What follows belongs to an exercise in optimizing a design on an open flow for small area and a short achievable clock period; a production flow would make more cautious choices.
No run shown here included a check of the RTL's function; only the layout flow was run.
No activity file was given, so power comes from the tool's default toggle rates.

<file path="flow/config.mk">
export PLATFORM = sky130hd
export DESIGN_NAME = vedicmult_16bit
export DESIGN_NICKNAME = vedicmult_16bit
export VERILOG_FILES = /design/flow/design.v
export SDC_FILE = /design/flow/constraint.sdc
export NUM_CORES = 4
export LEC_CHECK = 0
export CAP_MARGIN = 20
export CORE_MARGIN = 2
export CORE_UTILIZATION = 40
export CTS_BUF_LIST = sky130_fd_sc_hd__clkbuf_4 sky130_fd_sc_hd__clkbuf_8
export SLEW_MARGIN = 70
export SYNTH_HIERARCHICAL = 1
export SYNTH_MINIMUM_KEEP_SIZE = 0
</file>
<file path="flow/constraint.sdc">
create_clock -name core_clock -period 17.0 [get_ports {clk}]
set_input_delay 3.4000 -clock core_clock [delete_from_list [all_inputs] [get_ports {clk}]]
set_output_delay 3.4000 -clock core_clock [all_outputs]
set_load 0.01 [all_outputs]
</file>
<file path="flow/design.v">
module vedicmult_16bit(input [15:0] a, b,
input clk, reset,
output reg [31:0] out);
wire one1;
wire two2;
wire neg3;
wire bp4;
wire bp5;
wire bp6;
wire bp7;
wire bp8;
wire bp9;
wire bp10;
wire bp11;
wire bp12;
wire bp13;
wire bp14;
wire bp15;
wire bp16;
wire bp17;
wire bp18;
wire bp19;
wire bp20;
wire pp21;
wire pp22;
wire pp23;
wire pp24;
wire one25;
wire two26;
wire neg27;
wire bp28;
wire bp29;
wire bp30;
wire bp31;
wire bp32;
wire bp33;
wire bp34;
wire bp35;
wire bp36;
wire bp37;
wire bp38;
wire bp39;
wire bp40;
wire bp41;
wire bp42;
wire bp43;
wire bp44;
wire pp45;
wire pp46;
wire one47;
wire two48;
wire neg49;
wire bp50;
wire bp51;
wire bp52;
wire bp53;
wire bp54;
wire bp55;
wire bp56;
wire bp57;
wire bp58;
wire bp59;
wire bp60;
wire bp61;
wire bp62;
wire bp63;
wire bp64;
wire bp65;
wire bp66;
wire pp67;
wire pp68;
wire one69;
wire two70;
wire neg71;
wire bp72;
wire bp73;
wire bp74;
wire bp75;
wire bp76;
wire bp77;
wire bp78;
wire bp79;
wire bp80;
wire bp81;
wire bp82;
wire bp83;
wire bp84;
wire bp85;
wire bp86;
wire bp87;
wire bp88;
wire pp89;
wire pp90;
wire one91;
wire two92;
wire neg93;
wire bp94;
wire bp95;
wire bp96;
wire bp97;
wire bp98;
wire bp99;
wire bp100;
wire bp101;
wire bp102;
wire bp103;
wire bp104;
wire bp105;
wire bp106;
wire bp107;
wire bp108;
wire bp109;
wire bp110;
wire pp111;
wire pp112;
wire one113;
wire two114;
wire neg115;
wire bp116;
wire bp117;
wire bp118;
wire bp119;
wire bp120;
wire bp121;
wire bp122;
wire bp123;
wire bp124;
wire bp125;
wire bp126;
wire bp127;
wire bp128;
wire bp129;
wire bp130;
wire bp131;
wire bp132;
wire pp133;
wire pp134;
wire one135;
wire two136;
wire neg137;
wire bp138;
wire bp139;
wire bp140;
wire bp141;
wire bp142;
wire bp143;
wire bp144;
wire bp145;
wire bp146;
wire bp147;
wire bp148;
wire bp149;
wire bp150;
wire bp151;
wire bp152;
wire bp153;
wire bp154;
wire pp155;
wire pp156;
wire one157;
wire two158;
wire neg159;
wire bp160;
wire bp161;
wire bp162;
wire bp163;
wire bp164;
wire bp165;
wire bp166;
wire bp167;
wire bp168;
wire bp169;
wire bp170;
wire bp171;
wire bp172;
wire bp173;
wire bp174;
wire bp175;
wire bp176;
wire pp177;
wire pp178;
wire pp179;
wire pp180;
wire pp181;
wire pp182;
wire pp183;
wire pp184;
wire pp185;
wire pp186;
wire pp187;
wire pp188;
wire pp189;
wire pp190;
wire pp191;
wire pp192;
wire pp193;
wire pp194;
wire pp195;
wire pp196;
wire pp197;
wire pp198;
wire pp199;
wire pp200;
wire pp201;
wire pp202;
wire pp203;
wire pp204;
wire pp205;
wire pp206;
wire s207;
wire c208;
wire s209;
wire c210;
wire s211;
wire c212;
wire s213;
wire c214;
wire s215;
wire c216;
wire s217;
wire c218;
wire s219;
wire c220;
wire s221;
wire c222;
wire s223;
wire c224;
wire s225;
wire c226;
wire s227;
wire c228;
wire s229;
wire c230;
wire s231;
wire c232;
wire s233;
wire c234;
wire s235;
wire c236;
wire s237;
wire c238;
wire s239;
wire c240;
wire s241;
wire c242;
wire s243;
wire c244;
wire s245;
wire c246;
wire s247;
wire c248;
wire s249;
wire c250;
wire s251;
wire c252;
wire s253;
wire c254;
wire s255;
wire c256;
wire s257;
wire c258;
wire s259;
wire c260;
wire s261;
wire c262;
wire s263;
wire c264;
wire s265;
wire c266;
wire s267;
wire c268;
wire s269;
wire c270;
wire s271;
wire c272;
wire s273;
wire c274;
wire s275;
wire c276;
wire s277;
wire c278;
wire s279;
wire c280;
wire s281;
wire c282;
wire s283;
wire c284;
wire s285;
wire c286;
wire s287;
wire c288;
wire s289;
wire c290;
wire s291;
wire c292;
wire s293;
wire c294;
wire s295;
wire c296;
wire s297;
wire c298;
wire s299;
wire c300;
wire s301;
wire c302;
wire s303;
wire c304;
wire s305;
wire c306;
wire s307;
wire c308;
wire s309;
wire c310;
wire s311;
wire c312;
wire s313;
wire c314;
wire s315;
wire c316;
wire s317;
wire c318;
wire s319;
wire c320;
wire s321;
wire c322;
wire s323;
wire c324;
wire s325;
wire c326;
wire s327;
wire c328;
wire s329;
wire c330;
wire s331;
wire c332;
wire s333;
wire c334;
wire s335;
wire c336;
wire s337;
wire c338;
wire s339;
wire c340;
wire s341;
wire c342;
wire s343;
wire c344;
wire s345;
wire c346;
wire s347;
wire c348;
wire s349;
wire c350;
wire s351;
wire c352;
wire s353;
wire c354;
wire s355;
wire c356;
wire s357;
wire c358;
wire s359;
wire c360;
wire s361;
wire c362;
wire s363;
wire c364;
wire s365;
wire c366;
wire s367;
wire c368;
wire s369;
wire c370;
wire s371;
wire c372;
wire s373;
wire c374;
wire s375;
wire c376;
wire s377;
wire c378;
wire s379;
wire c380;
wire s381;
wire c382;
wire s383;
wire c384;
wire s385;
wire c386;
wire s387;
wire c388;
wire s389;
wire c390;
wire s391;
wire c392;
wire s393;
wire c394;
wire s395;
wire c396;
wire s397;
wire c398;
wire s399;
wire c400;
wire s401;
wire c402;
wire s403;
wire c404;
wire s405;
wire c406;
wire s407;
wire c408;
wire s409;
wire c410;
wire s411;
wire c412;
wire s413;
wire c414;
wire s415;
wire c416;
wire s417;
wire c418;
wire s419;
wire c420;
wire s421;
wire c422;
wire s423;
wire c424;
wire s425;
wire c426;
wire s427;
wire c428;
wire s429;
wire c430;
wire s431;
wire c432;
wire s433;
wire c434;
wire s435;
wire c436;
wire s437;
wire c438;
wire s439;
wire c440;
wire s441;
wire c442;
wire s443;
wire c444;
wire s445;
wire c446;
wire s447;
wire c448;
wire s449;
wire c450;
wire s451;
wire c452;
wire s453;
wire c454;
wire s455;
wire c456;
wire s457;
wire c458;
wire s459;
wire c460;
wire s461;
wire c462;
wire s463;
wire c464;
wire s465;
wire c466;
wire ci467;
wire g468;
wire p469;
wire g470;
wire p471;
wire g472;
wire p473;
wire g474;
wire p475;
wire g476;
wire p477;
wire g478;
wire p479;
wire g480;
wire p481;
wire g482;
wire p483;
wire g484;
wire p485;
wire g486;
wire p487;
wire g488;
wire p489;
wire g490;
wire p491;
wire g492;
wire p493;
wire g494;
wire p495;
wire g496;
wire p497;
wire g498;
wire p499;
wire g500;
wire p501;
wire g502;
wire p503;
wire g504;
wire p505;
wire g506;
wire p507;
wire g508;
wire p509;
wire g510;
wire p511;
wire g512;
wire p513;
wire g514;
wire p515;
wire g516;
wire p517;
wire g518;
wire p519;
wire g520;
wire p521;
wire g522;
wire p523;
wire g524;
wire g525;
wire p526;
wire g527;
wire p528;
wire g529;
wire p530;
wire g531;
wire p532;
wire g533;
wire p534;
wire g535;
wire p536;
wire g537;
wire p538;
wire g539;
wire p540;
wire g541;
wire p542;
wire g543;
wire p544;
wire g545;
wire p546;
wire g547;
wire p548;
wire g549;
wire p550;
wire g551;
wire p552;
wire g553;
wire p554;
wire g555;
wire p556;
wire g557;
wire p558;
wire g559;
wire p560;
wire g561;
wire p562;
wire g563;
wire p564;
wire g565;
wire p566;
wire g567;
wire p568;
wire g569;
wire p570;
wire g571;
wire p572;
wire g573;
wire p574;
wire g575;
wire p576;
wire g577;
wire p578;
wire g579;
wire p580;
wire g581;
wire p582;
wire g583;
wire p584;
wire g585;
wire p586;
wire g587;
wire p588;
wire g589;
wire p590;
wire g591;
wire p592;
wire g593;
wire p594;
wire g595;
wire p596;
wire g597;
wire p598;
wire g599;
wire p600;
wire g601;
wire p602;
wire g603;
wire p604;
wire g605;
wire p606;
wire g607;
wire p608;
wire g609;
wire p610;
wire g611;
wire p612;
wire g613;
wire p614;
wire g615;
wire p616;
wire g617;
wire p618;
wire g619;
wire p620;
wire g621;
wire p622;
wire g623;
wire p624;
wire g625;
wire p626;
wire g627;
wire p628;
wire g629;
wire p630;
wire g631;
wire p632;
wire g633;
wire p634;
wire g635;
wire p636;
wire g637;
wire p638;
wire g639;
wire p640;
wire g641;
wire p642;
wire g643;
wire p644;
wire g645;
wire p646;
wire g647;
wire p648;
wire g649;
wire p650;
wire g651;
wire p652;
wire o653;
wire o654;
wire o655;
wire o656;
wire o657;
wire o658;
wire o659;
wire o660;
wire o661;
wire o662;
wire o663;
wire o664;
wire o665;
wire o666;
wire o667;
wire o668;
wire o669;
wire o670;
wire o671;
wire o672;
wire o673;
wire o674;
wire o675;
wire o676;
wire o677;
wire o678;
wire o679;
wire o680;
assign one1 = b[0] ^ 1'b0;
assign two2 = (b[1] & ~b[0] & ~1'b0) | (~b[1] & b[0] & 1'b0);
assign neg3 = b[1];
BSELN1 u_bp4 (.s(one1), .neg(neg3), .x(a[0]), .o(bp4));
BSELN u_bp5 (.one(one1), .two(two2), .neg(neg3), .x(a[1]), .y(a[0]), .o(bp5));
BSELN u_bp6 (.one(one1), .two(two2), .neg(neg3), .x(a[2]), .y(a[1]), .o(bp6));
BSELN u_bp7 (.one(one1), .two(two2), .neg(neg3), .x(a[3]), .y(a[2]), .o(bp7));
BSELN u_bp8 (.one(one1), .two(two2), .neg(neg3), .x(a[4]), .y(a[3]), .o(bp8));
BSELN u_bp9 (.one(one1), .two(two2), .neg(neg3), .x(a[5]), .y(a[4]), .o(bp9));
BSELN u_bp10 (.one(one1), .two(two2), .neg(neg3), .x(a[6]), .y(a[5]), .o(bp10));
BSELN u_bp11 (.one(one1), .two(two2), .neg(neg3), .x(a[7]), .y(a[6]), .o(bp11));
BSELN u_bp12 (.one(one1), .two(two2), .neg(neg3), .x(a[8]), .y(a[7]), .o(bp12));
BSELN u_bp13 (.one(one1), .two(two2), .neg(neg3), .x(a[9]), .y(a[8]), .o(bp13));
BSELN u_bp14 (.one(one1), .two(two2), .neg(neg3), .x(a[10]), .y(a[9]), .o(bp14));
BSELN u_bp15 (.one(one1), .two(two2), .neg(neg3), .x(a[11]), .y(a[10]), .o(bp15));
BSELN u_bp16 (.one(one1), .two(two2), .neg(neg3), .x(a[12]), .y(a[11]), .o(bp16));
BSELN u_bp17 (.one(one1), .two(two2), .neg(neg3), .x(a[13]), .y(a[12]), .o(bp17));
BSELN u_bp18 (.one(one1), .two(two2), .neg(neg3), .x(a[14]), .y(a[13]), .o(bp18));
BSELN u_bp19 (.one(one1), .two(two2), .neg(neg3), .x(a[15]), .y(a[14]), .o(bp19));
BSELN1 u_bp20 (.s(two2), .neg(neg3), .x(a[15]), .o(bp20));
assign pp21 = ~(neg3);
assign pp22 = ~(neg3);
assign pp23 = ~(neg3);
assign pp24 = ~(~neg3);
assign one25 = b[2] ^ b[1];
assign two26 = (b[3] & ~b[2] & ~b[1]) | (~b[3] & b[2] & b[1]);
assign neg27 = b[3];
BSELN1 u_bp28 (.s(one25), .neg(neg27), .x(a[0]), .o(bp28));
BSELN u_bp29 (.one(one25), .two(two26), .neg(neg27), .x(a[1]), .y(a[0]), .o(bp29));
BSELN u_bp30 (.one(one25), .two(two26), .neg(neg27), .x(a[2]), .y(a[1]), .o(bp30));
BSELN u_bp31 (.one(one25), .two(two26), .neg(neg27), .x(a[3]), .y(a[2]), .o(bp31));
BSELN u_bp32 (.one(one25), .two(two26), .neg(neg27), .x(a[4]), .y(a[3]), .o(bp32));
BSELN u_bp33 (.one(one25), .two(two26), .neg(neg27), .x(a[5]), .y(a[4]), .o(bp33));
BSELN u_bp34 (.one(one25), .two(two26), .neg(neg27), .x(a[6]), .y(a[5]), .o(bp34));
BSELN u_bp35 (.one(one25), .two(two26), .neg(neg27), .x(a[7]), .y(a[6]), .o(bp35));
BSELN u_bp36 (.one(one25), .two(two26), .neg(neg27), .x(a[8]), .y(a[7]), .o(bp36));
BSELN u_bp37 (.one(one25), .two(two26), .neg(neg27), .x(a[9]), .y(a[8]), .o(bp37));
BSELN u_bp38 (.one(one25), .two(two26), .neg(neg27), .x(a[10]), .y(a[9]), .o(bp38));
BSELN u_bp39 (.one(one25), .two(two26), .neg(neg27), .x(a[11]), .y(a[10]), .o(bp39));
BSELN u_bp40 (.one(one25), .two(two26), .neg(neg27), .x(a[12]), .y(a[11]), .o(bp40));
BSELN u_bp41 (.one(one25), .two(two26), .neg(neg27), .x(a[13]), .y(a[12]), .o(bp41));
BSELN u_bp42 (.one(one25), .two(two26), .neg(neg27), .x(a[14]), .y(a[13]), .o(bp42));
BSELN u_bp43 (.one(one25), .two(two26), .neg(neg27), .x(a[15]), .y(a[14]), .o(bp43));
BSELN1 u_bp44 (.s(two26), .neg(neg27), .x(a[15]), .o(bp44));
assign pp45 = ~(neg27);
assign pp46 = ~(~neg27);
assign one47 = b[4] ^ b[3];
assign two48 = (b[5] & ~b[4] & ~b[3]) | (~b[5] & b[4] & b[3]);
assign neg49 = b[5];
BSELN1 u_bp50 (.s(one47), .neg(neg49), .x(a[0]), .o(bp50));
BSELN u_bp51 (.one(one47), .two(two48), .neg(neg49), .x(a[1]), .y(a[0]), .o(bp51));
BSELN u_bp52 (.one(one47), .two(two48), .neg(neg49), .x(a[2]), .y(a[1]), .o(bp52));
BSELN u_bp53 (.one(one47), .two(two48), .neg(neg49), .x(a[3]), .y(a[2]), .o(bp53));
BSELN u_bp54 (.one(one47), .two(two48), .neg(neg49), .x(a[4]), .y(a[3]), .o(bp54));
BSELN u_bp55 (.one(one47), .two(two48), .neg(neg49), .x(a[5]), .y(a[4]), .o(bp55));
BSELN u_bp56 (.one(one47), .two(two48), .neg(neg49), .x(a[6]), .y(a[5]), .o(bp56));
BSELN u_bp57 (.one(one47), .two(two48), .neg(neg49), .x(a[7]), .y(a[6]), .o(bp57));
BSELN u_bp58 (.one(one47), .two(two48), .neg(neg49), .x(a[8]), .y(a[7]), .o(bp58));
BSELN u_bp59 (.one(one47), .two(two48), .neg(neg49), .x(a[9]), .y(a[8]), .o(bp59));
BSELN u_bp60 (.one(one47), .two(two48), .neg(neg49), .x(a[10]), .y(a[9]), .o(bp60));
BSELN u_bp61 (.one(one47), .two(two48), .neg(neg49), .x(a[11]), .y(a[10]), .o(bp61));
BSELN u_bp62 (.one(one47), .two(two48), .neg(neg49), .x(a[12]), .y(a[11]), .o(bp62));
BSELN u_bp63 (.one(one47), .two(two48), .neg(neg49), .x(a[13]), .y(a[12]), .o(bp63));
BSELN u_bp64 (.one(one47), .two(two48), .neg(neg49), .x(a[14]), .y(a[13]), .o(bp64));
BSELN u_bp65 (.one(one47), .two(two48), .neg(neg49), .x(a[15]), .y(a[14]), .o(bp65));
BSELN1 u_bp66 (.s(two48), .neg(neg49), .x(a[15]), .o(bp66));
assign pp67 = ~(neg49);
assign pp68 = ~(~neg49);
assign one69 = b[6] ^ b[5];
assign two70 = (b[7] & ~b[6] & ~b[5]) | (~b[7] & b[6] & b[5]);
assign neg71 = b[7];
BSELN1 u_bp72 (.s(one69), .neg(neg71), .x(a[0]), .o(bp72));
BSELN u_bp73 (.one(one69), .two(two70), .neg(neg71), .x(a[1]), .y(a[0]), .o(bp73));
BSELN u_bp74 (.one(one69), .two(two70), .neg(neg71), .x(a[2]), .y(a[1]), .o(bp74));
BSELN u_bp75 (.one(one69), .two(two70), .neg(neg71), .x(a[3]), .y(a[2]), .o(bp75));
BSELN u_bp76 (.one(one69), .two(two70), .neg(neg71), .x(a[4]), .y(a[3]), .o(bp76));
BSELN u_bp77 (.one(one69), .two(two70), .neg(neg71), .x(a[5]), .y(a[4]), .o(bp77));
BSELN u_bp78 (.one(one69), .two(two70), .neg(neg71), .x(a[6]), .y(a[5]), .o(bp78));
BSELN u_bp79 (.one(one69), .two(two70), .neg(neg71), .x(a[7]), .y(a[6]), .o(bp79));
BSELN u_bp80 (.one(one69), .two(two70), .neg(neg71), .x(a[8]), .y(a[7]), .o(bp80));
BSELN u_bp81 (.one(one69), .two(two70), .neg(neg71), .x(a[9]), .y(a[8]), .o(bp81));
BSELN u_bp82 (.one(one69), .two(two70), .neg(neg71), .x(a[10]), .y(a[9]), .o(bp82));
BSELN u_bp83 (.one(one69), .two(two70), .neg(neg71), .x(a[11]), .y(a[10]), .o(bp83));
BSELN u_bp84 (.one(one69), .two(two70), .neg(neg71), .x(a[12]), .y(a[11]), .o(bp84));
BSELN u_bp85 (.one(one69), .two(two70), .neg(neg71), .x(a[13]), .y(a[12]), .o(bp85));
BSELN u_bp86 (.one(one69), .two(two70), .neg(neg71), .x(a[14]), .y(a[13]), .o(bp86));
BSELN u_bp87 (.one(one69), .two(two70), .neg(neg71), .x(a[15]), .y(a[14]), .o(bp87));
BSELN1 u_bp88 (.s(two70), .neg(neg71), .x(a[15]), .o(bp88));
assign pp89 = ~(neg71);
assign pp90 = ~(~neg71);
assign one91 = b[8] ^ b[7];
assign two92 = (b[9] & ~b[8] & ~b[7]) | (~b[9] & b[8] & b[7]);
assign neg93 = b[9];
BSELN1 u_bp94 (.s(one91), .neg(neg93), .x(a[0]), .o(bp94));
BSELN u_bp95 (.one(one91), .two(two92), .neg(neg93), .x(a[1]), .y(a[0]), .o(bp95));
BSELN u_bp96 (.one(one91), .two(two92), .neg(neg93), .x(a[2]), .y(a[1]), .o(bp96));
BSELN u_bp97 (.one(one91), .two(two92), .neg(neg93), .x(a[3]), .y(a[2]), .o(bp97));
BSELN u_bp98 (.one(one91), .two(two92), .neg(neg93), .x(a[4]), .y(a[3]), .o(bp98));
BSELN u_bp99 (.one(one91), .two(two92), .neg(neg93), .x(a[5]), .y(a[4]), .o(bp99));
BSELN u_bp100 (.one(one91), .two(two92), .neg(neg93), .x(a[6]), .y(a[5]), .o(bp100));
BSELN u_bp101 (.one(one91), .two(two92), .neg(neg93), .x(a[7]), .y(a[6]), .o(bp101));
BSELN u_bp102 (.one(one91), .two(two92), .neg(neg93), .x(a[8]), .y(a[7]), .o(bp102));
BSELN u_bp103 (.one(one91), .two(two92), .neg(neg93), .x(a[9]), .y(a[8]), .o(bp103));
BSELN u_bp104 (.one(one91), .two(two92), .neg(neg93), .x(a[10]), .y(a[9]), .o(bp104));
BSELN u_bp105 (.one(one91), .two(two92), .neg(neg93), .x(a[11]), .y(a[10]), .o(bp105));
BSELN u_bp106 (.one(one91), .two(two92), .neg(neg93), .x(a[12]), .y(a[11]), .o(bp106));
BSELN u_bp107 (.one(one91), .two(two92), .neg(neg93), .x(a[13]), .y(a[12]), .o(bp107));
BSELN u_bp108 (.one(one91), .two(two92), .neg(neg93), .x(a[14]), .y(a[13]), .o(bp108));
BSELN u_bp109 (.one(one91), .two(two92), .neg(neg93), .x(a[15]), .y(a[14]), .o(bp109));
BSELN1 u_bp110 (.s(two92), .neg(neg93), .x(a[15]), .o(bp110));
assign pp111 = ~(neg93);
assign pp112 = ~(~neg93);
assign one113 = b[10] ^ b[9];
assign two114 = (b[11] & ~b[10] & ~b[9]) | (~b[11] & b[10] & b[9]);
assign neg115 = b[11];
BSELN1 u_bp116 (.s(one113), .neg(neg115), .x(a[0]), .o(bp116));
BSELN u_bp117 (.one(one113), .two(two114), .neg(neg115), .x(a[1]), .y(a[0]), .o(bp117));
BSELN u_bp118 (.one(one113), .two(two114), .neg(neg115), .x(a[2]), .y(a[1]), .o(bp118));
BSELN u_bp119 (.one(one113), .two(two114), .neg(neg115), .x(a[3]), .y(a[2]), .o(bp119));
BSELN u_bp120 (.one(one113), .two(two114), .neg(neg115), .x(a[4]), .y(a[3]), .o(bp120));
BSELN u_bp121 (.one(one113), .two(two114), .neg(neg115), .x(a[5]), .y(a[4]), .o(bp121));
BSELN u_bp122 (.one(one113), .two(two114), .neg(neg115), .x(a[6]), .y(a[5]), .o(bp122));
BSELN u_bp123 (.one(one113), .two(two114), .neg(neg115), .x(a[7]), .y(a[6]), .o(bp123));
BSELN u_bp124 (.one(one113), .two(two114), .neg(neg115), .x(a[8]), .y(a[7]), .o(bp124));
BSELN u_bp125 (.one(one113), .two(two114), .neg(neg115), .x(a[9]), .y(a[8]), .o(bp125));
BSELN u_bp126 (.one(one113), .two(two114), .neg(neg115), .x(a[10]), .y(a[9]), .o(bp126));
BSELN u_bp127 (.one(one113), .two(two114), .neg(neg115), .x(a[11]), .y(a[10]), .o(bp127));
BSELN u_bp128 (.one(one113), .two(two114), .neg(neg115), .x(a[12]), .y(a[11]), .o(bp128));
BSELN u_bp129 (.one(one113), .two(two114), .neg(neg115), .x(a[13]), .y(a[12]), .o(bp129));
BSELN u_bp130 (.one(one113), .two(two114), .neg(neg115), .x(a[14]), .y(a[13]), .o(bp130));
BSELN u_bp131 (.one(one113), .two(two114), .neg(neg115), .x(a[15]), .y(a[14]), .o(bp131));
BSELN1 u_bp132 (.s(two114), .neg(neg115), .x(a[15]), .o(bp132));
assign pp133 = ~(neg115);
assign pp134 = ~(~neg115);
assign one135 = b[12] ^ b[11];
assign two136 = (b[13] & ~b[12] & ~b[11]) | (~b[13] & b[12] & b[11]);
assign neg137 = b[13];
BSELN1 u_bp138 (.s(one135), .neg(neg137), .x(a[0]), .o(bp138));
BSELN u_bp139 (.one(one135), .two(two136), .neg(neg137), .x(a[1]), .y(a[0]), .o(bp139));
BSELN u_bp140 (.one(one135), .two(two136), .neg(neg137), .x(a[2]), .y(a[1]), .o(bp140));
BSELN u_bp141 (.one(one135), .two(two136), .neg(neg137), .x(a[3]), .y(a[2]), .o(bp141));
BSELN u_bp142 (.one(one135), .two(two136), .neg(neg137), .x(a[4]), .y(a[3]), .o(bp142));
BSELN u_bp143 (.one(one135), .two(two136), .neg(neg137), .x(a[5]), .y(a[4]), .o(bp143));
BSELN u_bp144 (.one(one135), .two(two136), .neg(neg137), .x(a[6]), .y(a[5]), .o(bp144));
BSELN u_bp145 (.one(one135), .two(two136), .neg(neg137), .x(a[7]), .y(a[6]), .o(bp145));
BSELN u_bp146 (.one(one135), .two(two136), .neg(neg137), .x(a[8]), .y(a[7]), .o(bp146));
BSELN u_bp147 (.one(one135), .two(two136), .neg(neg137), .x(a[9]), .y(a[8]), .o(bp147));
BSELN u_bp148 (.one(one135), .two(two136), .neg(neg137), .x(a[10]), .y(a[9]), .o(bp148));
BSELN u_bp149 (.one(one135), .two(two136), .neg(neg137), .x(a[11]), .y(a[10]), .o(bp149));
BSELN u_bp150 (.one(one135), .two(two136), .neg(neg137), .x(a[12]), .y(a[11]), .o(bp150));
BSELN u_bp151 (.one(one135), .two(two136), .neg(neg137), .x(a[13]), .y(a[12]), .o(bp151));
BSELN u_bp152 (.one(one135), .two(two136), .neg(neg137), .x(a[14]), .y(a[13]), .o(bp152));
BSELN u_bp153 (.one(one135), .two(two136), .neg(neg137), .x(a[15]), .y(a[14]), .o(bp153));
BSELN1 u_bp154 (.s(two136), .neg(neg137), .x(a[15]), .o(bp154));
assign pp155 = ~(neg137);
assign pp156 = ~(~neg137);
assign one157 = b[14] ^ b[13];
assign two158 = (b[15] & ~b[14] & ~b[13]) | (~b[15] & b[14] & b[13]);
assign neg159 = b[15];
BSELN1 u_bp160 (.s(one157), .neg(neg159), .x(a[0]), .o(bp160));
BSELN u_bp161 (.one(one157), .two(two158), .neg(neg159), .x(a[1]), .y(a[0]), .o(bp161));
BSELN u_bp162 (.one(one157), .two(two158), .neg(neg159), .x(a[2]), .y(a[1]), .o(bp162));
BSELN u_bp163 (.one(one157), .two(two158), .neg(neg159), .x(a[3]), .y(a[2]), .o(bp163));
BSELN u_bp164 (.one(one157), .two(two158), .neg(neg159), .x(a[4]), .y(a[3]), .o(bp164));
BSELN u_bp165 (.one(one157), .two(two158), .neg(neg159), .x(a[5]), .y(a[4]), .o(bp165));
BSELN u_bp166 (.one(one157), .two(two158), .neg(neg159), .x(a[6]), .y(a[5]), .o(bp166));
BSELN u_bp167 (.one(one157), .two(two158), .neg(neg159), .x(a[7]), .y(a[6]), .o(bp167));
BSELN u_bp168 (.one(one157), .two(two158), .neg(neg159), .x(a[8]), .y(a[7]), .o(bp168));
BSELN u_bp169 (.one(one157), .two(two158), .neg(neg159), .x(a[9]), .y(a[8]), .o(bp169));
BSELN u_bp170 (.one(one157), .two(two158), .neg(neg159), .x(a[10]), .y(a[9]), .o(bp170));
BSELN u_bp171 (.one(one157), .two(two158), .neg(neg159), .x(a[11]), .y(a[10]), .o(bp171));
BSELN u_bp172 (.one(one157), .two(two158), .neg(neg159), .x(a[12]), .y(a[11]), .o(bp172));
BSELN u_bp173 (.one(one157), .two(two158), .neg(neg159), .x(a[13]), .y(a[12]), .o(bp173));
BSELN u_bp174 (.one(one157), .two(two158), .neg(neg159), .x(a[14]), .y(a[13]), .o(bp174));
BSELN u_bp175 (.one(one157), .two(two158), .neg(neg159), .x(a[15]), .y(a[14]), .o(bp175));
BSELN1 u_bp176 (.s(two158), .neg(neg159), .x(a[15]), .o(bp176));
assign pp177 = ~(neg159);
assign pp178 = ~(~neg159);
assign pp179 = ~(a[0] & b[15]);
assign pp180 = ~(a[1] & b[15]);
assign pp181 = ~(a[2] & b[15]);
assign pp182 = ~(a[3] & b[15]);
assign pp183 = ~(a[4] & b[15]);
assign pp184 = ~(a[5] & b[15]);
assign pp185 = ~(a[6] & b[15]);
assign pp186 = ~(a[7] & b[15]);
assign pp187 = ~(a[8] & b[15]);
assign pp188 = ~(a[9] & b[15]);
assign pp189 = ~(a[10] & b[15]);
assign pp190 = ~(a[11] & b[15]);
assign pp191 = ~(a[12] & b[15]);
assign pp192 = ~(a[13] & b[15]);
assign pp193 = ~(a[14] & b[15]);
assign pp194 = ~(a[15] & b[15]);
assign pp195 = ~(~(a[4] & b[15]));
assign pp196 = ~(a[4] & b[15]);
assign pp197 = ~(~(a[6] & b[15]));
assign pp198 = ~(a[6] & b[15]);
assign pp199 = ~(~(a[8] & b[15]));
assign pp200 = ~(a[8] & b[15]);
assign pp201 = ~(~(a[10] & b[15]));
assign pp202 = ~(a[10] & b[15]);
assign pp203 = ~(~(a[12] & b[15]));
assign pp204 = ~(a[12] & b[15]);
assign pp205 = ~(~(a[14] & b[15]));
assign pp206 = ~(a[14] & b[15]);
XN2 u_s207 (.x(pp133), .y(bp14), .o(s207));
OR2 u_c208 (.x(pp133), .y(bp14), .o(c208));
XN2 u_s209 (.x(bp15), .y(bp37), .o(s209));
OR2 u_c210 (.x(bp15), .y(bp37), .o(c210));
FA u_s211 (.x(pp155), .y(bp16), .z(bp38), .s(s211), .c(c212));
XN2 u_s213 (.x(bp58), .y(bp78), .o(s213));
OR2 u_c214 (.x(bp58), .y(bp78), .o(c214));
FA u_s215 (.x(bp17), .y(bp39), .z(bp59), .s(s215), .c(c216));
XN2 u_s217 (.x(bp79), .y(bp99), .o(s217));
OR2 u_c218 (.x(bp79), .y(bp99), .o(c218));
FA u_s219 (.x(pp177), .y(bp18), .z(bp40), .s(s219), .c(c220));
FA u_s221 (.x(bp60), .y(bp80), .z(bp100), .s(s221), .c(c222));
XN2 u_s223 (.x(bp120), .y(bp140), .o(s223));
OR2 u_c224 (.x(bp120), .y(bp140), .o(c224));
FA u_s225 (.x(bp19), .y(bp41), .z(bp61), .s(s225), .c(c226));
FA u_s227 (.x(bp81), .y(bp101), .z(bp121), .s(s227), .c(c228));
XN2 u_s229 (.x(bp141), .y(bp161), .o(s229));
OR2 u_c230 (.x(bp141), .y(bp161), .o(c230));
FA u_s231 (.x(pp179), .y(bp20), .z(bp42), .s(s231), .c(c232));
FA u_s233 (.x(bp62), .y(bp82), .z(bp102), .s(s233), .c(c234));
FA u_s235 (.x(bp122), .y(bp142), .z(bp162), .s(s235), .c(c236));
FA u_s237 (.x(pp22), .y(pp180), .z(bp43), .s(s237), .c(c238));
FA u_s239 (.x(bp63), .y(bp83), .z(bp103), .s(s239), .c(c240));
FA u_s241 (.x(bp123), .y(bp143), .z(bp163), .s(s241), .c(c242));
FA u_s243 (.x(pp23), .y(pp181), .z(bp44), .s(s243), .c(c244));
FA u_s245 (.x(bp64), .y(bp84), .z(bp104), .s(s245), .c(c246));
FA u_s247 (.x(bp124), .y(bp144), .z(bp164), .s(s247), .c(c248));
FA u_s249 (.x(pp24), .y(pp46), .z(pp182), .s(s249), .c(c250));
FA u_s251 (.x(bp65), .y(bp85), .z(bp105), .s(s251), .c(c252));
FA u_s253 (.x(bp125), .y(bp145), .z(bp165), .s(s253), .c(c254));
FA u_s255 (.x(pp195), .y(bp66), .z(bp86), .s(s255), .c(c256));
FA u_s257 (.x(bp106), .y(bp126), .z(bp146), .s(s257), .c(c258));
FA u_s259 (.x(pp68), .y(pp184), .z(pp196), .s(s259), .c(c260));
FA u_s261 (.x(bp87), .y(bp107), .z(bp127), .s(s261), .c(c262));
FA u_s263 (.x(pp197), .y(bp88), .z(bp108), .s(s263), .c(c264));
FA u_s265 (.x(pp90), .y(pp186), .z(pp198), .s(s265), .c(c266));
XN2 u_s267 (.x(pp89), .y(bp10), .o(s267));
OR2 u_c268 (.x(pp89), .y(bp10), .o(c268));
XN2 u_s269 (.x(bp11), .y(bp33), .o(s269));
OR2 u_c270 (.x(bp11), .y(bp33), .o(c270));
FA u_s271 (.x(pp111), .y(bp12), .z(bp34), .s(s271), .c(c272));
XN2 u_s273 (.x(bp54), .y(bp74), .o(s273));
OR2 u_c274 (.x(bp54), .y(bp74), .o(c274));
FA u_s275 (.x(bp13), .y(bp35), .z(bp55), .s(s275), .c(c276));
XN2 u_s277 (.x(bp75), .y(bp95), .o(s277));
OR2 u_c278 (.x(bp75), .y(bp95), .o(c278));
FA u_s279 (.x(bp36), .y(bp56), .z(bp76), .s(s279), .c(c280));
FA u_s281 (.x(bp96), .y(bp116), .z(s207), .s(s281), .c(c282));
FA u_s283 (.x(bp57), .y(bp77), .z(bp97), .s(s283), .c(c284));
FA u_s285 (.x(bp117), .y(c208), .z(s209), .s(s285), .c(c286));
FA u_s287 (.x(bp98), .y(bp118), .z(bp138), .s(s287), .c(c288));
FA u_s289 (.x(c210), .y(s213), .z(s211), .s(s289), .c(c290));
FA u_s291 (.x(bp119), .y(bp139), .z(c214), .s(s291), .c(c292));
FA u_s293 (.x(s217), .y(c212), .z(s215), .s(s293), .c(c294));
FA u_s295 (.x(bp160), .y(c218), .z(s223), .s(s295), .c(c296));
FA u_s297 (.x(c216), .y(s219), .z(s221), .s(s297), .c(c298));
FA u_s299 (.x(c224), .y(s229), .z(c220), .s(s299), .c(c300));
FA u_s301 (.x(c222), .y(s225), .z(s227), .s(s301), .c(c302));
FA u_s303 (.x(c230), .y(c226), .z(c228), .s(s303), .c(c304));
FA u_s305 (.x(s231), .y(s233), .z(s235), .s(s305), .c(c306));
FA u_s307 (.x(c232), .y(c234), .z(c236), .s(s307), .c(c308));
FA u_s309 (.x(s237), .y(s239), .z(s241), .s(s309), .c(c310));
FA u_s311 (.x(c238), .y(c240), .z(c242), .s(s311), .c(c312));
FA u_s313 (.x(s243), .y(s245), .z(s247), .s(s313), .c(c314));
FA u_s315 (.x(s249), .y(c244), .z(c246), .s(s315), .c(c316));
FA u_s317 (.x(c248), .y(s251), .z(s253), .s(s317), .c(c318));
FA u_s319 (.x(bp166), .y(c250), .z(c252), .s(s319), .c(c320));
FA u_s321 (.x(c254), .y(s255), .z(s257), .s(s321), .c(c322));
FA u_s323 (.x(bp147), .y(bp167), .z(s259), .s(s323), .c(c324));
FA u_s325 (.x(c256), .y(c258), .z(s261), .s(s325), .c(c326));
FA u_s327 (.x(bp128), .y(bp148), .z(bp168), .s(s327), .c(c328));
FA u_s329 (.x(c260), .y(c262), .z(s263), .s(s329), .c(c330));
FA u_s331 (.x(bp109), .y(bp129), .z(bp149), .s(s331), .c(c332));
FA u_s333 (.x(bp169), .y(s265), .z(c264), .s(s333), .c(c334));
FA u_s335 (.x(pp199), .y(bp110), .z(bp130), .s(s335), .c(c336));
FA u_s337 (.x(bp150), .y(bp170), .z(c266), .s(s337), .c(c338));
FA u_s339 (.x(pp112), .y(pp188), .z(pp200), .s(s339), .c(c340));
FA u_s341 (.x(bp131), .y(bp151), .z(bp171), .s(s341), .c(c342));
FA u_s343 (.x(pp201), .y(bp132), .z(bp152), .s(s343), .c(c344));
FA u_s345 (.x(pp134), .y(pp190), .z(pp202), .s(s345), .c(c346));
XN2 u_s347 (.x(pp67), .y(bp8), .o(s347));
OR2 u_c348 (.x(pp67), .y(bp8), .o(c348));
XN2 u_s349 (.x(bp9), .y(bp31), .o(s349));
OR2 u_c350 (.x(bp9), .y(bp31), .o(c350));
FA u_s351 (.x(bp32), .y(bp52), .z(bp72), .s(s351), .c(c352));
FA u_s353 (.x(bp53), .y(bp73), .z(c268), .s(s353), .c(c354));
FA u_s355 (.x(bp94), .y(c270), .z(s273), .s(s355), .c(c356));
FA u_s357 (.x(c274), .y(s277), .z(c272), .s(s357), .c(c358));
FA u_s359 (.x(c278), .y(c276), .z(s279), .s(s359), .c(c360));
FA u_s361 (.x(c280), .y(s283), .z(c282), .s(s361), .c(c362));
FA u_s363 (.x(c284), .y(s287), .z(c286), .s(s363), .c(c364));
FA u_s365 (.x(c288), .y(s291), .z(c290), .s(s365), .c(c366));
FA u_s367 (.x(c292), .y(s295), .z(c294), .s(s367), .c(c368));
FA u_s369 (.x(c296), .y(s299), .z(c298), .s(s369), .c(c370));
FA u_s371 (.x(c300), .y(c302), .z(s303), .s(s371), .c(c372));
FA u_s373 (.x(c304), .y(c306), .z(s307), .s(s373), .c(c374));
FA u_s375 (.x(c308), .y(c310), .z(s311), .s(s375), .c(c376));
FA u_s377 (.x(c312), .y(s315), .z(c314), .s(s377), .c(c378));
FA u_s379 (.x(c316), .y(s319), .z(c318), .s(s379), .c(c380));
FA u_s381 (.x(s323), .y(c320), .z(c322), .s(s381), .c(c382));
FA u_s383 (.x(s327), .y(c324), .z(c326), .s(s383), .c(c384));
FA u_s385 (.x(c328), .y(s331), .z(c330), .s(s385), .c(c386));
FA u_s387 (.x(c332), .y(s335), .z(s337), .s(s387), .c(c388));
FA u_s389 (.x(s339), .y(c336), .z(s341), .s(s389), .c(c390));
FA u_s391 (.x(bp172), .y(c340), .z(c342), .s(s391), .c(c392));
FA u_s393 (.x(bp153), .y(bp173), .z(s345), .s(s393), .c(c394));
FA u_s395 (.x(pp203), .y(bp154), .z(bp174), .s(s395), .c(c396));
FA u_s397 (.x(pp156), .y(pp192), .z(pp204), .s(s397), .c(c398));
XN2 u_s399 (.x(pp45), .y(bp6), .o(s399));
OR2 u_c400 (.x(pp45), .y(bp6), .o(c400));
XN2 u_s401 (.x(bp7), .y(bp29), .o(s401));
OR2 u_c402 (.x(bp7), .y(bp29), .o(c402));
FA u_s403 (.x(bp30), .y(bp50), .z(s347), .s(s403), .c(c404));
FA u_s405 (.x(bp51), .y(c348), .z(s349), .s(s405), .c(c406));
FA u_s407 (.x(c350), .y(s267), .z(s351), .s(s407), .c(c408));
FA u_s409 (.x(s269), .y(c352), .z(s353), .s(s409), .c(c410));
FA u_s411 (.x(s271), .y(c354), .z(s355), .s(s411), .c(c412));
FA u_s413 (.x(s275), .y(c356), .z(s357), .s(s413), .c(c414));
FA u_s415 (.x(s281), .y(c358), .z(s359), .s(s415), .c(c416));
FA u_s417 (.x(s285), .y(c360), .z(s361), .s(s417), .c(c418));
FA u_s419 (.x(s289), .y(c362), .z(s363), .s(s419), .c(c420));
FA u_s421 (.x(s293), .y(c364), .z(s365), .s(s421), .c(c422));
FA u_s423 (.x(s297), .y(c366), .z(s367), .s(s423), .c(c424));
FA u_s425 (.x(s301), .y(c368), .z(s369), .s(s425), .c(c426));
FA u_s427 (.x(s305), .y(c370), .z(s371), .s(s427), .c(c428));
FA u_s429 (.x(s309), .y(c372), .z(s373), .s(s429), .c(c430));
FA u_s431 (.x(s313), .y(c374), .z(s375), .s(s431), .c(c432));
FA u_s433 (.x(s317), .y(c376), .z(s377), .s(s433), .c(c434));
FA u_s435 (.x(s321), .y(c378), .z(s379), .s(s435), .c(c436));
FA u_s437 (.x(s325), .y(c380), .z(s381), .s(s437), .c(c438));
FA u_s439 (.x(s329), .y(c382), .z(s383), .s(s439), .c(c440));
FA u_s441 (.x(s333), .y(c384), .z(s385), .s(s441), .c(c442));
FA u_s443 (.x(c334), .y(s387), .z(c386), .s(s443), .c(c444));
FA u_s445 (.x(c338), .y(s389), .z(c388), .s(s445), .c(c446));
FA u_s447 (.x(s343), .y(c390), .z(s391), .s(s447), .c(c448));
FA u_s449 (.x(c344), .y(s393), .z(c392), .s(s449), .c(c450));
FA u_s451 (.x(c346), .y(s395), .z(c394), .s(s451), .c(c452));
FA u_s453 (.x(bp175), .y(s397), .z(c396), .s(s453), .c(c454));
FA u_s455 (.x(pp205), .y(bp176), .z(c398), .s(s455), .c(c456));
FA u_s457 (.x(pp178), .y(pp194), .z(pp206), .s(s457), .c(c458));
XN2 u_s459 (.x(pp21), .y(bp4), .o(s459));
OR2 u_c460 (.x(pp21), .y(bp4), .o(c460));
XN2 u_s461 (.x(bp5), .y(c460), .o(s461));
OR2 u_c462 (.x(bp5), .y(c460), .o(c462));
FA u_s463 (.x(bp28), .y(s399), .z(c462), .s(s463), .c(c464));
FA u_s465 (.x(s401), .y(c400), .z(c464), .s(s465), .c(c466));
assign ci467 = ~c466;
NR2 u_g468 (.x(s403), .y(c402), .o(g468));
X2 u_p469 (.x(s403), .y(c402), .o(p469));
NR2 u_g470 (.x(s405), .y(c404), .o(g470));
X2 u_p471 (.x(s405), .y(c404), .o(p471));
NR2 u_g472 (.x(s407), .y(c406), .o(g472));
X2 u_p473 (.x(s407), .y(c406), .o(p473));
NR2 u_g474 (.x(s409), .y(c408), .o(g474));
X2 u_p475 (.x(s409), .y(c408), .o(p475));
NR2 u_g476 (.x(s411), .y(c410), .o(g476));
X2 u_p477 (.x(s411), .y(c410), .o(p477));
NR2 u_g478 (.x(s413), .y(c412), .o(g478));
X2 u_p479 (.x(s413), .y(c412), .o(p479));
NR2 u_g480 (.x(s415), .y(c414), .o(g480));
X2 u_p481 (.x(s415), .y(c414), .o(p481));
NR2 u_g482 (.x(s417), .y(c416), .o(g482));
X2 u_p483 (.x(s417), .y(c416), .o(p483));
NR2 u_g484 (.x(s419), .y(c418), .o(g484));
X2 u_p485 (.x(s419), .y(c418), .o(p485));
NR2 u_g486 (.x(s421), .y(c420), .o(g486));
X2 u_p487 (.x(s421), .y(c420), .o(p487));
NR2 u_g488 (.x(s423), .y(c422), .o(g488));
X2 u_p489 (.x(s423), .y(c422), .o(p489));
NR2 u_g490 (.x(s425), .y(c424), .o(g490));
X2 u_p491 (.x(s425), .y(c424), .o(p491));
NR2 u_g492 (.x(s427), .y(c426), .o(g492));
X2 u_p493 (.x(s427), .y(c426), .o(p493));
NR2 u_g494 (.x(s429), .y(c428), .o(g494));
X2 u_p495 (.x(s429), .y(c428), .o(p495));
NR2 u_g496 (.x(s431), .y(c430), .o(g496));
X2 u_p497 (.x(s431), .y(c430), .o(p497));
NR2 u_g498 (.x(s433), .y(c432), .o(g498));
X2 u_p499 (.x(s433), .y(c432), .o(p499));
NR2 u_g500 (.x(s435), .y(c434), .o(g500));
X2 u_p501 (.x(s435), .y(c434), .o(p501));
NR2 u_g502 (.x(s437), .y(c436), .o(g502));
X2 u_p503 (.x(s437), .y(c436), .o(p503));
NR2 u_g504 (.x(s439), .y(c438), .o(g504));
X2 u_p505 (.x(s439), .y(c438), .o(p505));
NR2 u_g506 (.x(s441), .y(c440), .o(g506));
X2 u_p507 (.x(s441), .y(c440), .o(p507));
NR2 u_g508 (.x(s443), .y(c442), .o(g508));
X2 u_p509 (.x(s443), .y(c442), .o(p509));
NR2 u_g510 (.x(s445), .y(c444), .o(g510));
X2 u_p511 (.x(s445), .y(c444), .o(p511));
NR2 u_g512 (.x(s447), .y(c446), .o(g512));
X2 u_p513 (.x(s447), .y(c446), .o(p513));
NR2 u_g514 (.x(s449), .y(c448), .o(g514));
X2 u_p515 (.x(s449), .y(c448), .o(p515));
NR2 u_g516 (.x(s451), .y(c450), .o(g516));
X2 u_p517 (.x(s451), .y(c450), .o(p517));
NR2 u_g518 (.x(s453), .y(c452), .o(g518));
X2 u_p519 (.x(s453), .y(c452), .o(p519));
NR2 u_g520 (.x(s455), .y(c454), .o(g520));
X2 u_p521 (.x(s455), .y(c454), .o(p521));
NR2 u_g522 (.x(s457), .y(c456), .o(g522));
X2 u_p523 (.x(s457), .y(c456), .o(p523));
assign g524 = g468 | (p469 & ci467);
assign g525 = g470 | (p471 & g524);
assign p526 = p471 & p469;
assign g527 = g474 | (p475 & g472);
assign p528 = p475 & p473;
assign g529 = g478 | (p479 & g476);
assign p530 = p479 & p477;
assign g531 = g482 | (p483 & g480);
assign p532 = p483 & p481;
assign g533 = g486 | (p487 & g484);
assign p534 = p487 & p485;
assign g535 = g490 | (p491 & g488);
assign p536 = p491 & p489;
assign g537 = g494 | (p495 & g492);
assign p538 = p495 & p493;
assign g539 = g498 | (p499 & g496);
assign p540 = p499 & p497;
assign g541 = g502 | (p503 & g500);
assign p542 = p503 & p501;
assign g543 = g506 | (p507 & g504);
assign p544 = p507 & p505;
assign g545 = g510 | (p511 & g508);
assign p546 = p511 & p509;
assign g547 = g514 | (p515 & g512);
assign p548 = p515 & p513;
assign g549 = g518 | (p519 & g516);
assign p550 = p519 & p517;
assign g551 = g522 | (p523 & g520);
assign p552 = p523 & p521;
assign g553 = g472 | (p473 & g525);
assign p554 = p473 & p526;
assign g555 = g527 | (p528 & g525);
assign p556 = p528 & p526;
assign g557 = g480 | (p481 & g529);
assign p558 = p481 & p530;
assign g559 = g531 | (p532 & g529);
assign p560 = p532 & p530;
assign g561 = g488 | (p489 & g533);
assign p562 = p489 & p534;
assign g563 = g535 | (p536 & g533);
assign p564 = p536 & p534;
assign g565 = g496 | (p497 & g537);
assign p566 = p497 & p538;
assign g567 = g539 | (p540 & g537);
assign p568 = p540 & p538;
assign g569 = g504 | (p505 & g541);
assign p570 = p505 & p542;
assign g571 = g543 | (p544 & g541);
assign p572 = p544 & p542;
assign g573 = g512 | (p513 & g545);
assign p574 = p513 & p546;
assign g575 = g547 | (p548 & g545);
assign p576 = p548 & p546;
assign g577 = g520 | (p521 & g549);
assign p578 = p521 & p550;
assign g579 = g551 | (p552 & g549);
assign p580 = p552 & p550;
assign g581 = g476 | (p477 & g555);
assign p582 = p477 & p556;
assign g583 = g529 | (p530 & g555);
assign p584 = p530 & p556;
assign g585 = g557 | (p558 & g555);
assign p586 = p558 & p556;
assign g587 = g559 | (p560 & g555);
assign p588 = p560 & p556;
assign g589 = g492 | (p493 & g563);
assign p590 = p493 & p564;
assign g591 = g537 | (p538 & g563);
assign p592 = p538 & p564;
assign g593 = g565 | (p566 & g563);
assign p594 = p566 & p564;
assign g595 = g567 | (p568 & g563);
assign p596 = p568 & p564;
assign g597 = g508 | (p509 & g571);
assign p598 = p509 & p572;
assign g599 = g545 | (p546 & g571);
assign p600 = p546 & p572;
assign g601 = g573 | (p574 & g571);
assign p602 = p574 & p572;
assign g603 = g575 | (p576 & g571);
assign p604 = p576 & p572;
assign g605 = g484 | (p485 & g587);
assign p606 = p485 & p588;
assign g607 = g533 | (p534 & g587);
assign p608 = p534 & p588;
assign g609 = g561 | (p562 & g587);
assign p610 = p562 & p588;
assign g611 = g563 | (p564 & g587);
assign p612 = p564 & p588;
assign g613 = g589 | (p590 & g587);
assign p614 = p590 & p588;
assign g615 = g591 | (p592 & g587);
assign p616 = p592 & p588;
assign g617 = g593 | (p594 & g587);
assign p618 = p594 & p588;
assign g619 = g595 | (p596 & g587);
assign p620 = p596 & p588;
assign g621 = g516 | (p517 & g603);
assign p622 = p517 & p604;
assign g623 = g549 | (p550 & g603);
assign p624 = p550 & p604;
assign g625 = g577 | (p578 & g603);
assign p626 = p578 & p604;
assign g627 = g579 | (p580 & g603);
assign p628 = p580 & p604;
assign g629 = g500 | (p501 & g619);
assign p630 = p501 & p620;
assign g631 = g541 | (p542 & g619);
assign p632 = p542 & p620;
assign g633 = g569 | (p570 & g619);
assign p634 = p570 & p620;
assign g635 = g571 | (p572 & g619);
assign p636 = p572 & p620;
assign g637 = g597 | (p598 & g619);
assign p638 = p598 & p620;
assign g639 = g599 | (p600 & g619);
assign p640 = p600 & p620;
assign g641 = g601 | (p602 & g619);
assign p642 = p602 & p620;
assign g643 = g603 | (p604 & g619);
assign p644 = p604 & p620;
assign g645 = g621 | (p622 & g619);
assign p646 = p622 & p620;
assign g647 = g623 | (p624 & g619);
assign p648 = p624 & p620;
assign g649 = g625 | (p626 & g619);
assign p650 = p626 & p620;
assign g651 = g627 | (p628 & g619);
assign p652 = p628 & p620;
XN2 u_o653 (.x(p469), .y(ci467), .o(o653));
XN2 u_o654 (.x(p471), .y(g524), .o(o654));
XN2 u_o655 (.x(p473), .y(g525), .o(o655));
XN2 u_o656 (.x(p475), .y(g553), .o(o656));
XN2 u_o657 (.x(p477), .y(g555), .o(o657));
XN2 u_o658 (.x(p479), .y(g581), .o(o658));
XN2 u_o659 (.x(p481), .y(g583), .o(o659));
XN2 u_o660 (.x(p483), .y(g585), .o(o660));
XN2 u_o661 (.x(p485), .y(g587), .o(o661));
XN2 u_o662 (.x(p487), .y(g605), .o(o662));
XN2 u_o663 (.x(p489), .y(g607), .o(o663));
XN2 u_o664 (.x(p491), .y(g609), .o(o664));
XN2 u_o665 (.x(p493), .y(g611), .o(o665));
XN2 u_o666 (.x(p495), .y(g613), .o(o666));
XN2 u_o667 (.x(p497), .y(g615), .o(o667));
XN2 u_o668 (.x(p499), .y(g617), .o(o668));
XN2 u_o669 (.x(p501), .y(g619), .o(o669));
XN2 u_o670 (.x(p503), .y(g629), .o(o670));
XN2 u_o671 (.x(p505), .y(g631), .o(o671));
XN2 u_o672 (.x(p507), .y(g633), .o(o672));
XN2 u_o673 (.x(p509), .y(g635), .o(o673));
XN2 u_o674 (.x(p511), .y(g637), .o(o674));
XN2 u_o675 (.x(p513), .y(g639), .o(o675));
XN2 u_o676 (.x(p515), .y(g641), .o(o676));
XN2 u_o677 (.x(p517), .y(g643), .o(o677));
XN2 u_o678 (.x(p519), .y(g645), .o(o678));
XN2 u_o679 (.x(p521), .y(g647), .o(o679));
XN2 u_o680 (.x(p523), .y(g649), .o(o680));
wire [31:0] prod = {~o680, ~o679, ~o678, ~o677, ~o676, ~o675, ~o674, ~o673, ~o672, ~o671, ~o670, ~o669, ~o668, ~o667, ~o666, ~o665, ~o664, ~o663, ~o662, ~o661, ~o660, ~o659, ~o658, ~o657, ~o656, ~o655, ~o654, ~o653, ~s465, ~s463, ~s461, ~s459};
always @(posedge clk) begin
  if (reset) out <= prod;
  else out <= 32'd0;
end
endmodule
module FA(input x, y, z, output s, c);
assign s = x ^ y ^ z;
assign c = (x & y) | (x & z) | (y & z);
endmodule
module XN2(input x, y, output o);
assign o = ~(x ^ y);
endmodule
module OR2(input x, y, output o);
assign o = x | y;
endmodule
module X2(input x, y, output o);
assign o = x ^ y;
endmodule
module NR2(input x, y, output o);
assign o = ~(x | y);
endmodule
module BSELN(input one, two, neg, x, y, output o);
assign o = ~(((one & x) | (two & y)) ^ neg);
endmodule
module BSELN1(input s, neg, x, output o);
assign o = ~((s & x) ^ neg);
endmodule
</file>
<file path="flow/flow/run.sh">
#!/bin/bash
# Own layout flow: the standard ORFS flow (standard.sh), with the input and
# output port buffers made of plain buf_2 cells (the default picks a delay cell).
set -euo pipefail
export BUFFER_PORTS_ARGS="-buffer_cell sky130_fd_sc_hd__buf_2"
export PRE_FLOORPLAN_TCL="$PWD/flow/pre_floorplan.tcl"
bash standard.sh > standard.log 2>&1
</file>
<file path="flow/flow/pre_floorplan.tcl">
# Synthesis (abc) maps each Booth selector to an a22oi_2; the _1 cell is the
# same function in less area and easily drives the single gate it feeds.
set swaps {sky130_fd_sc_hd__a22oi_2 sky130_fd_sc_hd__a22oi_1}
set n 0
foreach inst [[ord::get_db_block] getInsts] {
  set m [[$inst getMaster] getName]
  if { [dict exists $swaps $m] } {
    replace_cell [get_cells [$inst getName]] [dict get $swaps $m]
    incr n
  }
}
puts "pre_floorplan: resized $n cells"
</file>
<file path="flow/standard.sh">
#!/bin/bash
# synth_recipe.tcl (not shown) runs the flow's synth.tcl, then flattens the netlist and writes it again
# the make line also repeats each setting of config.mk as NAME=value (left out here)
make -C /OpenROAD-flow-scripts/flow DESIGN_CONFIG=/design/flow/config.mk WORK_HOME=/design/flow/orfs CLKGATE_MAP_FILE= SYNTH_SCRIPT=/design/flow/synth_recipe.tcl "${@:-finish}"
</file>
==> run_results.csv, run 1 <==
group,metric,value,unit
status,outcome,"finished clean",
global_route,antenna_found_initial,0,
cts,cts_hold_buffers,0,
finish,fin_area,7770,µm²
finish,final_cells,1001,
finish,largest_reg_flops,32,
setup_path,path_max_fanout,23,
setup_path,crit_type,"input pin to flip-flop",
sta,rsz0062_at_grt,"no",
finish,regMostFlops,"out",
cts,postCtsSetupBuffers,0,
placement,place_inst,989,
setup_path,crit_buf_inv,4,
placement,hpwl,13700,µm
global_route,grt_overflow,0,
route,antenna_left,0,
global_route,grt.total_usage,0.220,
power_and_ir_drop,comb_power_share,0.907,
setup_path,slowest_stage,"fa_1",
power_and_ir_drop,ir_drop,0.146,mV
min_path,min_to,"out[7]$_SDFF_PN0_",
route,wirelength,19200,µm
floorplan,rows,47,
setup_path,cp_common_cell,"fa_1",
sta,finalCriticalPeriod,8.58,ns
sta,relSlewSlack,0.715,
placement,gp_congestion,0.862,
sta,fmax,117,MHz
floorplan,dieArea,18300,µm²
cts,path_clk_slew,0.08,ns
finish,final_core_util,0.465,
sta,finalCritPeriodShare,0.505,
finish,drive_gt1_frac,0.134,
finish,largestRegisters,"out x32",
setup_path,worstSetupStartpointType,"input pin",
synthesis,yosys_warnings,7,
power_and_ir_drop,switching_share,0.519,
sta,fin_setup_tns,0,ns
setup_path,required,17.21,ns
sta,setup_viol,0,
min_path,hold_depth,2,
power_and_ir_drop,power_density,271,nW/µm²
power_and_ir_drop,p_sw,1.09,mW
cts,cts_tree,"done",
route,routedWlPerCell,19.1,µm
finish,diodes,0,
cts,cts_max_level,2,
floorplan,initial_core_util,0.412,
route,first_pass_iters,6,
flow_run,drv_cap,0,
route,drt-vias-per-instance,5.60,
placement,pre_cts_slack,8.11,ns
cts,cts_buffers,5,
min_path,hold_path.class,"input pin to flip-flop",
cts,cts_sinks,32,
synthesis,netlist_instances,695,
sta,slew_viol_final,0,
power_and_ir_drop,power_frac_seq,0.060,
setup_path,critPathTopFamily,"adder cells",
cts,cts_root_buf,"clkbuf_8",
sta,hold_viol,0,
route,drc_errors,0,
finish,final_net_count,928,
sta,layout_setup_ws,8.42,ns
setup_path,crit_chain,"buf_4 -> inv_1 -> nand3_1 -> o21ai_0 -> buf_4 -> a22oi_1 -> xor2_1 -> fa_1 -> fa_1 -> fa_1 -> fa_1 -> xor2_1 -> and4_2 -> a221o_1 -> a21oi_4 -> o31ai_4 -> buf_2 -> a311oi_2 -> o31ai_1 -> xnor2_1 -> nor2b_1",
sta,tightest_slew,0.428,ns
floorplan,chipHeight,135,µm
power_and_ir_drop,total_power,2.11,mW
placement,dpl_cell_area,7630,µm²
min_path,hold_start,"reset",
synthesis,synth_nets,843,
floorplan,num_io_pins,66,
global_route,grt_pass1_wl,31600,µm
power_and_ir_drop,p_int,1.01,mW
route,vias,5604,
global_route,grt_pass1_vias,6001,
floorplan,fp.dieW,135,µm
global_route,grt_start_max_net_pins,37,
cts,cts.path.max_buffers,2,
placement,io_buffers,65,
cts,post_cts_resized,0,
floorplan,coreArea,16700,µm²
power_and_ir_drop,clockPowerShare,0.032,
setup_path,end_kind,"flip-flop",
power_and_ir_drop,leakage,3.11,nW
route,drt_iter0_drc,418,
sta,holdWs,3.49,ns
setup_path,critPathArrivalTime,8.79,ns
setup_path,slowest_delay,0.57,ns
==> routing by layer <==
| metal | routed length (µm) | vias to the layer above | GRT usage |
|---|---|---|---|
| li1 | - | 2562 | - |
| met1 | 8240 | 2829 | 0.306 |
| met2 | 9210 | 193 | 0.363 |
| met3 | 1390 | 20 | 0.0344 |
| met4 | 322 | 0 | 0.0538 |
| met5 | 0 | - | 0 |
==> cells in the final DEF, fill, tap and decap left out, types with 2 or more instances in the layout <==
cell,n
xor2_1,169
a22oi_1,120
fa_1,114
buf_2,56
xnor2_1,44
nand2_1,38
nor2b_1,35
dfxtp_1,32
nor2_1,28
buf_4,22
inv_1,17
a21o_1,17
or2_1,17
o21ai_0,11
a21oi_1,8
nand3_1,8
nand2b_1,8
clkbuf_8,6
nand4_1,4
buf_6,4
clkinv_2,2
==> power groups by stage <==
stage	clock (mW)	combinational, mW	sequential, mW
floorplan	0	1.51	0.146
global placement	0	1.85	0.129
detailed placement	0	1.89	0.129
CTS	0.0707	1.90	0.128
global route	0.0733	2.15	0.130
finish	0.0685	1.91	0.127
==> worst max path at each step <==
stage,endpoint,cells after the start,slack (ns),start
4_1_cts,out[31]$_SDFF_PN0_,20,8.41,b[5]
3_5_place_dp,out[31]$_SDFF_PN0_,20,8.11,b[5]
5_1_grt,out[31]$_SDFF_PN0_,21,8.13,b[5]
3_3_place_gp,out[31]$_SDFF_PN0_,17,7.55,b[3]
2_1_floorplan,out[31]$_SDFF_PN0_,17,8.37,b[2]
6_report,out[31]$_SDFF_PN0_,21,8.42,b[5]
==> area by class of cell <==
| cell class | count | area, µm² |
|---|---|---|
| Inverter | 17 | 63.8 |
| Fill cell | 1609 | 8930 |
| Multi-Input combinational cell | 641 | 6190 |
| Clock inverter | 2 | 10.0 |
| Sequential cell | 32 | 641 |
| Timing Repair Buffer | 83 | 505 |
| Clock buffer | 6 | 82.6 |
| Tap cell | 220 | 275 |
==> run 2, diff against run 1 <==
==> flow/flow/run.sh (replaced) <==
#!/bin/bash
# Own layout flow: the standard ORFS flow (standard.sh), with the input and
# output port buffers made of plain buf_2 cells (the default picks a delay cell);
# the output buffers are then cut down to buf_1 before detailed placement.
set -euo pipefail
export BUFFER_PORTS_ARGS="-buffer_cell sky130_fd_sc_hd__buf_2"
export PRE_FLOORPLAN_TCL="$PWD/flow/pre_floorplan.tcl"
export PRE_DETAIL_PLACE_TCL="$PWD/flow/pre_detail_place.tcl"
export SETUP_SLACK_MARGIN=8.8
bash standard.sh > standard.log 2>&1
==> flow/flow/pre_detail_place.tcl (new file) <==
# Output ports drive only the 10 fF pin load and have ample slack: their port
# buffers can be the smallest buffer.
set n 0
foreach inst [[ord::get_db_block] getInsts] {
  set m [[$inst getMaster] getName]
  set name [$inst getName]
  if { $m eq "sky130_fd_sc_hd__buf_2" && [string match "output*" $name] } {
    replace_cell [get_cells $name] sky130_fd_sc_hd__buf_1
    incr n
  }
}
puts "pre_detail_place: resized $n output buffers"
--- a/flow/config.mk
+++ b/flow/config.mk
@@ -10,3 +10,4 @@
 export CORE_UTILIZATION = 40
-export CTS_BUF_LIST = sky130_fd_sc_hd__clkbuf_4 sky130_fd_sc_hd__clkbuf_8
+export CTS_BUF_LIST = sky130_fd_sc_hd__clkbuf_4
+export CTS_CLUSTER_SIZE = 8
 export SLEW_MARGIN = 70
==> run 2 against run 1 <==
  * Global-route usage down 0.63 points
  * Synthesized cell count stayed put
  * Total power grew 4.7%
  * Cell count increased by 2.7%
  * Critical path type unchanged
  * Sequential power barely moved
  * First-iteration DRC count up 14%
==> run_results.csv, run 2 <==
group,metric,value,unit
power_and_ir_drop,p_int,1.08,mW
power_and_ir_drop,comb_power_share,0.920,
finish,drive_gt1_frac,0.162,
sta,tightest_slew,0.424,ns
min_path,hold_path.class,"input pin to flip-flop",
flow_run,drv_cap,0,
global_route,antenna_found_initial,1,
finish,fin_area,8370,µm²
sta,fmax,124,MHz
cts,cts_hold_buffers,0,
status,outcome,"finished clean",
finish,layout_commonest_cell,"xor2_1",
global_route,grt_start_max_net_pins,37,
cts,cts_buffers,5,
cts,cts_sinks,32,
route,drt_iter0_drc,478,
sta,relSlewSlack,0.717,
cts,cts_tree,"done",
synthesis,synth_nets,843,
cts,path_clk_slew,0.11,ns
finish,final_core_util,0.501,
global_route,grt_pass1_vias,5891,
power_and_ir_drop,power_frac_seq,0.058,
power_and_ir_drop,clockPowerShare,0.022,
finish,regMostFlops,"out",
floorplan,coreArea,16700,µm²
route,drc_errors,0,
power_and_ir_drop,leakage,3.21,nW
sta,slew_viol_final,0,
sta,finalCriticalPeriod,8.06,ns
cts,cts_root_buf,"clkbuf_4",
synthesis,yosys_warnings,7,
global_route,grt.total_usage,0.214,
sta,holdWs,3.42,ns
global_route,grt_overflow,0,
finish,largestRegisters,"out x32",
power_and_ir_drop,ir_drop,0.162,mV
floorplan,rows,47,
sta,setup_viol,0,
floorplan,num_io_pins,66,
setup_path,end_kind,"flip-flop",
placement,io_buffers,65,
sta,hold_viol,0,
synthesis,netlist_instances,695,
finish,largest_reg_flops,32,
floorplan,chipHeight,135,µm
placement,place_inst,987,
floorplan,fp.dieW,135,µm
floorplan,dieArea,18300,µm²
cts,cts.path.max_buffers,2,
sta,rsz0062_at_grt,"no",
placement,gp_congestion,0.879,
route,drt-vias-per-instance,5.61,
floorplan,initial_core_util,0.412,
route,vias,5771,
route,first_pass_iters,6,
route,wirelength,19500,µm
global_route,grt_pass1_wl,30700,µm
finish,mostFrequentLayoutCells,"xor2_1 (158), a22oi_1 (115), fa_1 (108)",
power_and_ir_drop,p_sw,1.12,mW
power_and_ir_drop,power_density,264,nW/µm²
setup_path,crit_type,"input pin to flip-flop",
finish,final_net_count,954,
finish,final_cells,1028,
placement,hpwl,14100,µm
setup_path,required,17.31,ns
sta,finalCritPeriodShare,0.474,
setup_path,path_max_fanout,8,
sta,fin_setup_tns,0,ns
power_and_ir_drop,switching_share,0.509,
placement,dpl_cell_area,7730,µm²
setup_path,worstSetupStartpointType,"input pin",
route,antenna_left,0,
min_path,hold_depth,2,
cts,cts_max_level,2,
finish,fillCellCount,1608,
setup_path,critPathArrivalTime,8.37,ns
route,routedWlPerCell,19.0,µm
## run 2: final cells by class
type / instances / area (µm²) / area share
tap: 220 / 275 / 0.0329
clock inverter: 1 / 3.75 / 0.000449
inverter: 17 / 67.6 / 0.00808
antenna: 1 / 2.50 / 0.000299
timing repair buffer: 107 / 832 / 0.0994
multi-input combinational: 643 / 6490 / 0.776
clock buffer: 7 / 52.6 / 0.00628
sequential: 32 / 641 / 0.0766
## run 2: critical path: stages
cell and delay, ns:
buf_6 0.16, buf_16 0.13, buf_8 0.15, xor2_4 0.26, a22oi_1 0.14, xor2_1 0.20, or2_1 0.27, fa_1 0.49
fa_1 0.59, fa_1 0.46, xor2_1 0.21, a21o_1 0.22, a21o_1 0.18, a221o_1 0.32, a21oi_4 0.25, o31ai_4 0.15
a311oi_2 0.36, o21bai_1 0.14, xnor2_1 0.13, nor2b_1 0.13
## run 2: layer usage
metal / vias to the layer above / share of wire / GRT usage
li1: 2612 / - / -
met1: 2912 / 0.43 / 0.290
met2: 226 / 0.49 / 0.352
met3: 21 / 0.067 / 0.0374
met4: 0 / 0.018 / 0.0637
met5: - / 0 / 0
## run 2: repair_timing
action	CTS	global route
gates cloned	0	5
setup endpoints to repair	13	10
pin swaps	7	30
gates resized for setup	14	43
buffers inserted	9	14
## run 2: per-stage QoR
step	worst slack [ns]	power (mW)
finish	8.94	2.21
CTS	8.81	2.10
global placement	7.55	1.97
global route	8.74	2.42
floorplan	8.82	1.65
detailed placement	7.95	2.00
## run 2: power by group through the flow
stage	combinational, mW	clock (mW)	sequential, mW
global route	2.23	0.0544	0.131
CTS	1.92	0.0518	0.129
finish	2.03	0.0480	0.128
global placement	1.84	0	0.129
floorplan	1.51	0	0.146
detailed placement	1.87	0	0.131
## run 2: final timing paths
check             slack [ns]            endpoint  start
setup / recovery        8.94  out[30]$_SDFF_PN0_   b[5]
hold / removal          3.42   out[6]$_SDFF_PN0_  reset

==> separate check: timing with driven ports <==
The flow's constraints put no driver on any port. The routed layouts listed below were extracted and timed again, unchanged, in two steps. Step 1 (the two cells are an assumption about what drives the block):
set clk [get_ports {clk}]
set_driving_cell -lib_cell sky130_fd_sc_hd__clkbuf_16 $clk
set_driving_cell -lib_cell sky130_fd_sc_hd__buf_2 [delete_from_list [all_inputs] $clk]
Step 2 also shifts input and output timing later by t, the mid clock arrival at the registers, as if the neighbouring blocks saw the same clock. a / b / c = no drivers / after step 1 / after step 2; a / b = the first two.
| run | shift t [ns] | setup slack, ns | hold slack, ns | worst setup path after step 2 | cell pins on the clock port's net |
|---|---|---|---|---|---|
| run 1 | 0.349 | 8.423 / 8.433 / 8.083 | 3.494 / 3.480 / 3.817 | input to register | 1 |
| run 2 | 0.407 | 8.941 / 8.865 / 8.458 | 3.417 / 3.402 / 3.810 | input to register | 1 |
After both steps setup and hold are still met in every run listed. For run 2, which loses most, drivers alone change the setup slack by -0.076 ns; drivers and shift together by -0.483 ns.
